This is an optimization exercise on Yosys and OpenROAD, whose aim is small area and a short achievable clock period, not a production implementation. Function was checked by simulation only, so behaviour that the tests miss may differ from the original. Power and IR drop assume default switching activity.

==> inputs of v39 <==
==> flow/design.v <==
`timescale 1ns/10ps
module alu_top (
    input  logic        clk_i,
    input  logic [2:0]  ALUControl_i,
    input  logic [63:0] A_i,
    input  logic [63:0] B_i,
    output logic [63:0] result_o,
    output logic        zero_o,
    output logic        overflow_o,
    output logic        carryout_o,
    output logic        negative_o
);
    logic [2:0]  ctrl_q;
    logic [63:0] a_q;
    logic [63:0] b_q;
    logic [63:0] result_d;
    logic        zero_d, overflow_d, carryout_d, negative_d;
    always_ff @(posedge clk_i) begin
        ctrl_q <= ALUControl_i;
        a_q    <= A_i;
        b_q    <= B_i;
    end
    ALU u_alu (
        .result_o     (result_d),
        .zero_o       (zero_d),
        .overflow_o   (overflow_d),
        .carryout_o   (carryout_d),
        .negative_o   (negative_d),
        .ALUControl_i (ctrl_q),
        .A_i          (a_q),
        .B_i          (b_q)
    );
    always_ff @(posedge clk_i) begin
        result_o   <= result_d;
        zero_o     <= zero_d;
        overflow_o <= overflow_d;
        carryout_o <= carryout_d;
        negative_o <= negative_d;
    end
endmodule

`timescale 1ns/10ps
module alu_group #(parameter N = 8, parameter FIRST = 0) (
    input  logic [N-1:0] a_i,
    input  logic [N-1:0] b_i,
    input  logic         sub_i,      
    input  logic         ci_i,       
    input  logic         ts_i,       
    input  logic         tn_i,       
    input  logic         tx_i,       
    input  logic         tb_i,       
    output logic [N-1:0] r_o,
    output logic         g_o,        
    output logic         p_o,        
    output logic         c_last_o    
);
    logic [N-1:0] x, n, pp, s;
    logic [N:0]   gl, pl, c;
    assign x  = a_i ^ b_i;
    assign n  = a_i & b_i;
    assign pp = x ^ {N{sub_i}};
    assign gl[0] = FIRST ? ci_i : 1'b0;
    assign pl[0] = 1'b1;
    genvar i;
    generate
        for (i = 0; i < N; i++) begin : g_bit
            assign gl[i+1] = pp[i] ? gl[i] : a_i[i];
            assign pl[i+1] = pl[i] & pp[i];
            if (FIRST) begin : g_first
                assign c[i] = gl[i];
            end else begin : g_next
                assign c[i] = gl[i] | (pl[i] & ci_i);
            end
        end
    endgenerate
    assign c[N] = 1'b0;
    assign s   = pp ^ c[N-1:0];
    assign r_o = (s & {N{ts_i}}) | (n & {N{tn_i}}) | (x & {N{tx_i}}) | (b_i & {N{tb_i}});
    assign g_o = gl[N];
    assign p_o = pl[N];
    assign c_last_o = c[N-1];
endmodule
module ALU (result_o, zero_o, overflow_o, carryout_o, negative_o, ALUControl_i, A_i, B_i);
    output  logic [63:0]    result_o;
    output  logic           zero_o;
    output  logic           overflow_o;
    output  logic           carryout_o;
    output  logic           negative_o;
    input   logic [2:0]     ALUControl_i;
    input   logic [63:0]    A_i;
    input   logic [63:0]    B_i;
    logic [8:0] gc;        
    logic [7:0] gg, gp, gcl;
    logic ts, tn, tx, tb;
    assign ts = ~ALUControl_i[2] &  ALUControl_i[1];
    assign tb = ~ALUControl_i[2] & ~ALUControl_i[1] & ~ALUControl_i[0];
    assign tn =  ALUControl_i[2] & ~ALUControl_i[1];
    assign tx =  ALUControl_i[2] & (ALUControl_i[1] ^ ALUControl_i[0]);
    assign gc[0] = ALUControl_i[0];
    alu_group #(.N(6), .FIRST(1)) u_g0 (.a_i(A_i[5:0]), .b_i(B_i[5:0]), .sub_i(ALUControl_i[0]), .ci_i(gc[0]),
        .ts_i(ts), .tn_i(tn), .tx_i(tx), .tb_i(tb), .r_o(result_o[5:0]), .g_o(gg[0]), .p_o(gp[0]), .c_last_o(gcl[0]));
    assign gc[1] = gg[0];
    alu_group #(.N(6), .FIRST(0)) u_g1 (.a_i(A_i[11:6]), .b_i(B_i[11:6]), .sub_i(ALUControl_i[0]), .ci_i(gc[1]),
        .ts_i(ts), .tn_i(tn), .tx_i(tx), .tb_i(tb), .r_o(result_o[11:6]), .g_o(gg[1]), .p_o(gp[1]), .c_last_o(gcl[1]));
    assign gc[2] = gg[1] | (gp[1] & gc[1]);
    alu_group #(.N(7), .FIRST(0)) u_g2 (.a_i(A_i[18:12]), .b_i(B_i[18:12]), .sub_i(ALUControl_i[0]), .ci_i(gc[2]),
        .ts_i(ts), .tn_i(tn), .tx_i(tx), .tb_i(tb), .r_o(result_o[18:12]), .g_o(gg[2]), .p_o(gp[2]), .c_last_o(gcl[2]));
    assign gc[3] = gg[2] | (gp[2] & gc[2]);
    alu_group #(.N(8), .FIRST(0)) u_g3 (.a_i(A_i[26:19]), .b_i(B_i[26:19]), .sub_i(ALUControl_i[0]), .ci_i(gc[3]),
        .ts_i(ts), .tn_i(tn), .tx_i(tx), .tb_i(tb), .r_o(result_o[26:19]), .g_o(gg[3]), .p_o(gp[3]), .c_last_o(gcl[3]));
    assign gc[4] = gg[3] | (gp[3] & gc[3]);
    alu_group #(.N(9), .FIRST(0)) u_g4 (.a_i(A_i[35:27]), .b_i(B_i[35:27]), .sub_i(ALUControl_i[0]), .ci_i(gc[4]),
        .ts_i(ts), .tn_i(tn), .tx_i(tx), .tb_i(tb), .r_o(result_o[35:27]), .g_o(gg[4]), .p_o(gp[4]), .c_last_o(gcl[4]));
    assign gc[5] = gg[4] | (gp[4] & gc[4]);
    alu_group #(.N(10), .FIRST(0)) u_g5 (.a_i(A_i[45:36]), .b_i(B_i[45:36]), .sub_i(ALUControl_i[0]), .ci_i(gc[5]),
        .ts_i(ts), .tn_i(tn), .tx_i(tx), .tb_i(tb), .r_o(result_o[45:36]), .g_o(gg[5]), .p_o(gp[5]), .c_last_o(gcl[5]));
    assign gc[6] = gg[5] | (gp[5] & gc[5]);
    alu_group #(.N(11), .FIRST(0)) u_g6 (.a_i(A_i[56:46]), .b_i(B_i[56:46]), .sub_i(ALUControl_i[0]), .ci_i(gc[6]),
        .ts_i(ts), .tn_i(tn), .tx_i(tx), .tb_i(tb), .r_o(result_o[56:46]), .g_o(gg[6]), .p_o(gp[6]), .c_last_o(gcl[6]));
    assign gc[7] = gg[6] | (gp[6] & gc[6]);
    alu_group #(.N(7), .FIRST(0)) u_g7 (.a_i(A_i[63:57]), .b_i(B_i[63:57]), .sub_i(ALUControl_i[0]), .ci_i(gc[7]),
        .ts_i(ts), .tn_i(tn), .tx_i(tx), .tb_i(tb), .r_o(result_o[63:57]), .g_o(gg[7]), .p_o(gp[7]), .c_last_o(gcl[7]));
    assign gc[8] = gg[7] | (gp[7] & gc[7]);
    assign zero_o     = ~|result_o;
    assign negative_o = result_o[63];
    assign carryout_o = gc[8];
    assign overflow_o = gc[8] ^ gcl[7];
endmodule
==> flow/flow/run.sh <==
#!/bin/bash
# The standard layout with two changes:
#  - synthesis maps with flow/abc_map.script (see flow/abc_override.tcl);
#    everything else in synth_recipe.tcl is kept as is;
#  - the port buffers are the smallest buffer, sky130_fd_sc_hd__buf_1.
set -euo pipefail
here=$(pwd)
export FLOW_FLOW_DIR=$here/flow
{ head -n 1 synth_recipe.tcl; cat flow/abc_override.tcl; tail -n +2 synth_recipe.tcl; } > my_synth.tcl
sed "s#SYNTH_SCRIPT=[^ ]*#SYNTH_SCRIPT=$here/my_synth.tcl#" standard.sh > my_standard.sh
grep -q "SYNTH_SCRIPT=$here/my_synth.tcl" my_standard.sh
export BUFFER_PORTS_ARGS="-buffer_cell sky130_fd_sc_hd__buf_1"
bash my_standard.sh > standard.log 2>&1
==> flow/flow/abc_map.script <==
&get -n
&st
&dch
&nf -R 1000
&put
topo
stime -c
buffer -c
upsize -c
dnsize -c
==> flow/flow/abc_override.tcl <==
# Run Yosys's abc with flow/abc_map.script, an area-recovering mapping
# (&nf -R 1000), in place of ORFS's speed script and its 26 ps delay target.
proc abc {args} {
  set new {}
  set skip 0
  foreach a $args {
    if { $skip } { set skip 0; continue }
    if { $a eq "-script" } { lappend new -script $::env(FLOW_FLOW_DIR)/abc_map.script; set skip 1; continue }
    if { $a eq "-D" } { set skip 1; continue }
    lappend new $a
  }
  lappend new -D 4000
  yosys abc {*}$new
}
==> flow/standard.sh <==
#!/bin/bash
# synth_recipe.tcl (not shown) runs the flow's synth.tcl, then flattens the netlist and writes it again
# the make line also repeats each setting of config.mk as NAME=value (left out here)
make -C /OpenROAD-flow-scripts/flow DESIGN_CONFIG=/design/flow/config.mk WORK_HOME=/design/flow/orfs CLKGATE_MAP_FILE= SYNTH_SCRIPT=/design/flow/synth_recipe.tcl "${@:-finish}"
==> flow/config.mk <==
export PLATFORM = sky130hd
export DESIGN_NAME = alu_top
export DESIGN_NICKNAME = alu_top
export VERILOG_FILES = /design/flow/design.v
export SDC_FILE = /design/flow/constraint.sdc
export NUM_CORES = 4
export LEC_CHECK = 0
export CAP_MARGIN = 20
export CORE_MARGIN = 2
export CORE_UTILIZATION = 40
export SLEW_MARGIN = 20
==> flow/constraint.sdc <==
create_clock -name core_clock -period 26.0 [get_ports {clk_i}]
set_input_delay 5.2000 -clock core_clock [delete_from_list [all_inputs] [get_ports {clk_i}]]
set_output_delay 5.2000 -clock core_clock [all_outputs]
set_load 0.01 [all_outputs]
==> inputs of v21, as changes to v39 <==
- CORE_UTILIZATION: 40 -> 70
==> qor summary <==
quantity	v39	v21
Result of the run	no timing/DRC/antenna violations	no timing/DRC/antenna violations
Switch share	0.313	0.299
Fin worst setup slack	19.84 ns	19.68 ns
Actual transition at the worst max-transition pin	0.961 ns	0.859 ns
Final HPWL DP	15300 um	13800 um
Final-layout fill cell count	2035	751
Non-clock buffer share	0.0787	0.0790
Met3 routed WL	1600 um	1700 um
Met3 track demand over resource in global routing	0.0506	0.0852
Power Combinational	183 uW	185 uW
Seq pwr	345 uW	346 uW
Data required time at the worst endpoint	20.80 ns	26.36 ns
Met1 routed wirelength after detailed routing	9890 um	8300 um
Final core utilization	0.482	0.834
Maximum achievable frequency	162 MHz	158 MHz
Power Dens Cells	77.5 mW/mm^2	79.6 mW/mm^2
Worst setup path startpoint	zero_o$_DFF_P_	ctrl_q[0]$_DFF_P_
Fraction of met1 tracks used by global routing	0.246	0.381
Critical path depth	1	24
Count of placed standard cells including taps	1284	1155
P_leak	0.00403 uW	0.00405 uW
Wire length of the first global-routing pass	33400 um	32500 um
Worst clock skew	0.0101 ns	0.00798 ns
Instance area at placement	0.00950 sq mm	0.00933 sq mm
Routing usage on met2	0.311	0.537

## what the ideal ports hide
No port has a modelled driver above. Below, the same layouts with a new extraction and two added sets of constraints.
Step 1, drivers: a clkbuf_16 drives clk_i and a buf_2 each remaining input, both assumed.
Step 2 also shifts input and output timing later by t, the mid clock arrival at the registers, as if the neighbouring blocks saw the same clock.
Three values: ideal, step 1, step 2; two values: the first two.
| run | t (ns) | setup WS [ns] | worst data-port slew with drivers (ns) | pins driven straight from the clock port |
|---|---|---|---|---|
| v39 | 0.481 | 19.835 / 19.788 / 20.216 | 0.07 | 1 |
| v21 | 0.475 | 19.679 / 19.679 / 19.679 | 0.07 | 1 |
After both steps every run listed still meets setup and hold.
